This is an optimization exercise on Yosys and OpenROAD, whose aim is small area and a short achievable clock period, not a production implementation.
Power is estimated from default activity; no workload was simulated.

## north
==> flow/design.v <==
`timescale 1ns / 1ps
module CPU(
input [15:0]i_datain,
input [15:0]d_datain,
input clock,
input reset,
input enable,
input start,
output [7:0]i_addr,
output [7:0]d_addr,
output [15:0]d_dataout,
output d_we
);
reg        state;           
wire       run = state;
reg  [7:0] pc;
reg  [4:0] id_op;           
reg  [10:0] id_f;           
reg  [7:0] id_sa, id_sb;    
reg  [4:0] ex_op;           
reg  [2:0] ex_rd;
reg  [15:0] ex_g, ex_t;    
reg        ex_cin;
reg        ex_lo_lg, ex_hi_lg, ex_shl, ex_shr;    
reg  [7:0] ex_sd;           
reg  [15:0] m_c;
reg  [7:0] m_sd;
reg        m_we, m_take, m_wen, m_halt;    
reg        m_load;
reg  [2:0] m_rd;
reg  [15:0] w_c;
reg        w_wen, w_halt;                  
reg  [2:0] w_rd;
reg        zf, nf, cf;
reg  [15:0] gr [7:0];
integer k;
assign i_addr    = pc;
assign d_addr    = m_c[7:0];
assign d_we      = m_we;
assign d_dataout = {m_c[15:8], m_sd};
always @(posedge clock or negedge reset)
    if (!reset)
        state <= 1'b0;
    else if (state)
        state <= enable & ~w_halt;
    else
        state <= enable & start;
wire [4:0] f_op = i_datain[15:11];
wire f_user1 = (f_op == 5'b10000) || (f_op == 5'b01001) || (f_op == 5'b01011)
             || (f_op[4:3] == 2'b11);
wire f_store = (f_op == 5'b00011);
wire f_jump  = (f_op == 5'b11000);
reg  [7:0] gv;
wire [7:0] gvn = gv | ({8{w_wen}} & (8'd1 << w_rd));
wire [2:0] f_ia = f_user1 ? i_datain[10:8] : i_datain[6:4];
wire [2:0] f_ib = f_store ? i_datain[10:8] : i_datain[2:0];
always @(posedge clock or negedge reset)
    if (!reset) begin
        pc <= 8'd0;
        id_op <= 5'd0;
    end else if (run) begin
        pc <= m_take ? m_c[7:0] : pc + 8'd1;
        id_op <= f_op;
    end
always @(posedge clock)
    if (run) begin
        id_f <= i_datain[10:0];
        id_sa <= f_jump ? 8'd0 : (8'd1 << f_ia) & gvn;    
        id_sb <= (8'd1 << f_ib) & gvn;
    end
wire [7:0] selx = id_sa;
wire [7:0] sely = id_sb;
reg  [15:0] rx, ry;
always @(*) begin
    rx = 16'd0;
    ry = 16'd0;
    for (k = 0; k < 8; k = k + 1) begin
        rx = rx | (gr[k] & {16{selx[k]}});
        ry = ry | (gr[k] & {16{sely[k]}});
    end
end
wire [7:0]  imm8 = id_f[7:0];
wire d_jump  = (id_op == 5'b11000);
wire d_store = (id_op == 5'b00011);
wire d_shl   = (id_op[4:1] == 4'b0010);
wire d_val3  = (id_op[4:2] == 3'b001) || (id_op[4:1] == 4'b0001);   
wire d_imm   = (id_op == 5'b01001) || (id_op == 5'b01011) || (id_op[4:3] == 2'b11);
wire d_ldih  = (id_op == 5'b10000);
wire d_sub   = (id_op == 5'b01010) || (id_op == 5'b01011) || (id_op == 5'b10010)
             || (id_op == 5'b01100);
wire d_addc  = (id_op == 5'b10001);
wire d_logic = (id_op[4:2] == 3'b011);
wire d_shift = (id_op[4:2] == 3'b001);
wire d_subc  = (id_op == 5'b10010);
reg [15:0] d_a, d_b;
always @(*) begin
    for (k = 0; k < 16; k = k + 1)
        d_a[k] = d_shl ? rx[15-k] : rx[k];
    if (d_store) d_a[15:8] = 8'd0;
    if (d_shift)
        d_b = 16'd0;                         
    else if (d_val3)
        d_b = {(d_store ? ry[15:8] : 8'd0), 4'd0, id_f[3:0]};
    else if (d_imm)
        d_b = {8'd0, imm8};
    else if (d_ldih)
        d_b = {imm8, 8'd0};
    else
        d_b = ry;
    if (d_sub) d_b = ~d_b;
end
always @(posedge clock or negedge reset)
    if (!reset)
        ex_op <= 5'd0;
    else if (run)
        ex_op <= id_op;
always @(posedge clock)
    if (run) begin
        ex_rd <= id_f[10:8];
        ex_g <= d_a & d_b;
        ex_t <= d_a | d_b;
        ex_cin <= d_addc ? cf : d_subc ? ~cf : d_sub;
        ex_lo_lg  <= d_logic | d_jump;
        ex_hi_lg  <= d_logic | d_store;
        ex_shl <= d_shl;
        ex_shr <= d_shift & ~d_shl;
        ex_sd <= d_store ? ry[7:0] : d_shift ? {4'd1 << id_f[3:2], 4'd1 << id_f[1:0]}
               : {7'd0, d_addc & cf & (&ry)};
    end
wire [15:0] g = ex_g;
wire [15:0] t = ex_t;
reg  [15:0] gg, gt, tg, tt;
integer lv, j;
always @(*) begin
    gg = g;
    gt = t;
    for (lv = 0; lv < 4; lv = lv + 1) begin
        tg = gg;
        tt = gt;
        for (j = 0; j < 16; j = j + 1)
            if (j >= (1 << lv)) begin
                gg[j] = tg[j] | (tt[j] & tg[j - (1 << lv)]);
                gt[j] = tt[j] & tt[j - (1 << lv)];
            end
    end
end
wire [15:0] c    = {gg[14:0], 1'b0} | ({gt[14:0], 1'b1} & {16{ex_cin}});
wire [15:0] sum  = (t ^ c) ^ g;
wire        cout = gg[15] | (gt[15] & ex_cin);
wire        z = &(~((t ^ g) ^ {t[14:0], ex_cin}));
wire l_and = (ex_op[1:0] != 2'b11);        
wire l_xor = (ex_op[1:0] != 2'b01);        
wire [15:0] lg = (g & {16{l_and}}) | (t & ~g & {16{l_xor}});
wire [3:0]  am_lo = ex_sd[3:0];
wire [3:0]  am_hi = ex_sd[7:4];
wire        fill = (ex_op == 5'b00111) & t[15];    
wire [31:0] sh0 = {{16{fill}}, t};
wire [27:0] sh1 = {{12{fill}},
                   (sh0[15:0] & {16{am_lo[0]}}) | (sh0[16:1] & {16{am_lo[1]}})
                 | (sh0[17:2] & {16{am_lo[2]}}) | (sh0[18:3] & {16{am_lo[3]}})};
wire [15:0] y   = (sh1[15:0] & {16{am_hi[0]}}) | (sh1[19:4] & {16{am_hi[1]}})
                | (sh1[23:8] & {16{am_hi[2]}}) | (sh1[27:12] & {16{am_hi[3]}});
reg  [15:0] yr;
always @(*)
    for (k = 0; k < 16; k = k + 1)
        yr[k] = y[15-k];
wire e_store = (ex_op == 5'b00011);
wire ex_lo_sum = ~(ex_lo_lg | ex_shl | ex_shr);
wire ex_hi_sum = ~(ex_hi_lg | ex_shl | ex_shr);
wire [7:0] res_lo = (lg[7:0] & {8{ex_lo_lg}}) | (yr[7:0] & {8{ex_shl}})
                  | (y[7:0] & {8{ex_shr}}) | (sum[7:0] & {8{ex_lo_sum}});
wire [7:0] res_hi = (lg[15:8] & {8{ex_hi_lg}}) | (yr[15:8] & {8{ex_shl}})
                  | (y[15:8] & {8{ex_shr}}) | (sum[15:8] & {8{ex_hi_sum}});
wire e_zn = (ex_op == 5'b01000) || (ex_op == 5'b01001) || (ex_op == 5'b10001)
          || (ex_op == 5'b01010) || (ex_op == 5'b01011) || (ex_op == 5'b10010)
          || (ex_op == 5'b01100);
wire e_c  = (ex_op == 5'b01000) || (ex_op == 5'b01001) || (ex_op == 5'b10001);
wire kill = ex_sd[0];    
reg cond;
always @(*)
    case (ex_op[2:1])
        2'b00: cond = 1'b1;
        2'b01: cond = zf;
        2'b10: cond = nf;
        2'b11: cond = cf;
    endcase
wire e_take = (ex_op[4:3] == 2'b11) && ((ex_op[2:1] == 2'b00) || (cond ^ ex_op[0]));
wire e_wen = (ex_op == 5'b00010) || (ex_op == 5'b10000) || (ex_op == 5'b01000)
          || (ex_op == 5'b01001) || (ex_op == 5'b10001) || (ex_op == 5'b01010)
          || (ex_op == 5'b01011) || (ex_op == 5'b10010) || (ex_op == 5'b01101)
          || (ex_op == 5'b01110) || (ex_op == 5'b01111) || (ex_op[4:2] == 3'b001);
always @(posedge clock or negedge reset)
    if (!reset) begin
        zf <= 1'b0; nf <= 1'b0; cf <= 1'b0;
        m_we <= 1'b0; m_take <= 1'b0; m_wen <= 1'b0; m_halt <= 1'b0;
    end else if (run) begin
        if (e_zn) begin
            zf <= z;
            nf <= sum[15];
        end
        if (e_c)
            cf <= cout & ~kill;
        m_we <= e_store;
        m_take <= e_take;
        m_wen <= e_wen;
        m_halt <= (ex_op == 5'b00001);
    end
always @(posedge clock)
    if (run) begin
        m_c <= {res_hi, res_lo};
        m_sd <= ex_sd;
        m_load <= (ex_op == 5'b00010);
        m_rd <= ex_rd;
    end
always @(posedge clock or negedge reset)
    if (!reset) begin
        w_wen <= 1'b0; w_halt <= 1'b0;
    end else if (run) begin
        w_wen <= m_wen;
        w_halt <= m_halt;
    end
always @(posedge clock)
    if (run) begin
        w_c <= m_load ? d_datain : m_c;
        w_rd <= m_rd;
    end
always @(posedge clock or negedge reset)
    if (!reset)
        gv <= 8'd0;
    else if (run & w_wen)
        gv[w_rd] <= 1'b1;
always @(posedge clock)
    if (run & w_wen)
        gr[w_rd] <= w_c;
endmodule
clock: 3.8 ns
lec_check: 0
cap_margin: 20
core_margin: 2
core_utilization: 40
cts_cluster_diameter: 80
cts_cluster_size: 20
setup_slack_margin: 1.5
slew_margin: 20
standard.sh (not shown) runs the stock make flow with config.mk's settings and CLKGATE_MAP_FILE= SYNTH_SCRIPT=/design/flow/synth_recipe.tcl, a recipe that flattens the netlist after the stock synthesis.
==> flow/flow/run.sh <==
#!/bin/bash
# The standard flow (standard.sh), with one change: the buffers that the
# placement step puts on every input and output port are buf_1 cells
# instead of the cell buffer_ports picks by default.
set -euo pipefail
bash standard.sh synth > synth.log 2>&1
bash standard.sh "BUFFER_PORTS_ARGS=-buffer_cell sky130_fd_sc_hd__buf_1" finish > layout.log 2>&1
Input-level comparison between south and north:
--- a/flow/design.v
+++ b/flow/design.v
@@ -21,7 +21,6 @@
 reg  [2:0] ex_rd;
 reg  [15:0] ex_g, ex_t;    
 reg        ex_cin;
-reg        ex_lo_lg, ex_hi_lg, ex_shl, ex_shr;    
 reg  [7:0] ex_sd;           
 reg  [15:0] m_c;
 reg  [7:0] m_sd;
@@ -120,10 +119,6 @@
         ex_g <= d_a & d_b;
         ex_t <= d_a | d_b;
         ex_cin <= d_addc ? cf : d_subc ? ~cf : d_sub;
-        ex_lo_lg  <= d_logic | d_jump;
-        ex_hi_lg  <= d_logic | d_store;
-        ex_shl <= d_shl;
-        ex_shr <= d_shift & ~d_shl;
         ex_sd <= d_store ? ry[7:0] : d_shift ? {4'd1 << id_f[3:2], 4'd1 << id_f[1:0]}
                : {7'd0, d_addc & cf & (&ry)};
     end
@@ -155,9 +150,8 @@
 wire [3:0]  am_hi = ex_sd[7:4];
 wire        fill = (ex_op == 5'b00111) & t[15];    
 wire [31:0] sh0 = {{16{fill}}, t};
-wire [27:0] sh1 = {{12{fill}},
-                   (sh0[15:0] & {16{am_lo[0]}}) | (sh0[16:1] & {16{am_lo[1]}})
-                 | (sh0[17:2] & {16{am_lo[2]}}) | (sh0[18:3] & {16{am_lo[3]}})};
+wire [27:0] sh1 = (sh0[27:0] & {28{am_lo[0]}}) | (sh0[28:1] & {28{am_lo[1]}})
+                | (sh0[29:2] & {28{am_lo[2]}}) | (sh0[30:3] & {28{am_lo[3]}});
 wire [15:0] y   = (sh1[15:0] & {16{am_hi[0]}}) | (sh1[19:4] & {16{am_hi[1]}})
                 | (sh1[23:8] & {16{am_hi[2]}}) | (sh1[27:12] & {16{am_hi[3]}});
 reg  [15:0] yr;
@@ -165,6 +159,11 @@
     for (k = 0; k < 16; k = k + 1)
         yr[k] = y[15-k];
 wire e_store = (ex_op == 5'b00011);
+wire e_logic  = (ex_op[4:2] == 3'b011);
+wire ex_shl   = (ex_op[4:1] == 4'b0010);
+wire ex_shr   = (ex_op[4:1] == 4'b0011);
+wire ex_lo_lg = e_logic | (ex_op == 5'b11000);
+wire ex_hi_lg = e_logic | e_store;
 wire ex_lo_sum = ~(ex_lo_lg | ex_shl | ex_shr);
 wire ex_hi_sum = ~(ex_hi_lg | ex_shl | ex_shr);
 wire [7:0] res_lo = (lg[7:0] & {8{ex_lo_lg}}) | (yr[7:0] & {8{ex_shl}})
Results
Between north and south, the difference in adder and majority cell fraction of the synthesized area is negligible.
south improves on north in minimum clock period.
Compared with north, area after synthesis in south decreased by a few percent.
south against north: minimum setup slack in the final design grew by 0.053 ns, fraction of synthesis flops using an asynchronous set or reset pin grew by 0.18 points, clock power share shrank by 1.2 points.
Diff north -> south: layout buffer count excluding clock buffers increased about 2.5%, final instance area has decreased, final-layout clock-cell area share higher, power per cell area shows an increase of about 11%, via count went down 709.
The critical path depth in south sits 3 above the value recorded for north.
Looking at worst hold slack across both flows, south is the stronger of the two, with north trailing.
south: timing-limited maximum frequency higher than north
No run of this note included a check of the RTL's function; only the layout flow was run.

-- afterwards: timing with drivers on the ports --
The flow's constraints put no driver on any port. The routed layouts listed below were extracted and timed again, unchanged, in two steps.
Step 1: set_driving_cell puts a clkbuf_16 on clock and a buf_2 on each other input, an assumption about the parent block.
Step 2, shift: input delay + t, output delay - t, t = (earliest + latest rising clock arrival at the registers) / 2. This alone moves slack from input paths to output paths.
Slacks: ideal / step 1 / step 2; pairs: ideal / step 1.
| run | t (ns) | setup slack, ns | worst hold slack (ns) | latest minus earliest clock arrival (ns) | cell pins on the clock port's net |
|---|---|---|---|---|---|
| north | 0.585 | 1.427 / 1.427 / 1.150 | 0.346 / 0.313 / 0.424 | 0.041 / 0.042 | 1 |
| south | 0.588 | 1.480 / 1.480 / 1.331 | 0.354 / 0.325 / 0.424 | 0.030 / 0.030 | 1 |
After both steps every run listed still meets setup and hold. For north, which loses most, drivers alone change the setup slack by 0.000 ns; drivers and shift together by -0.277 ns.
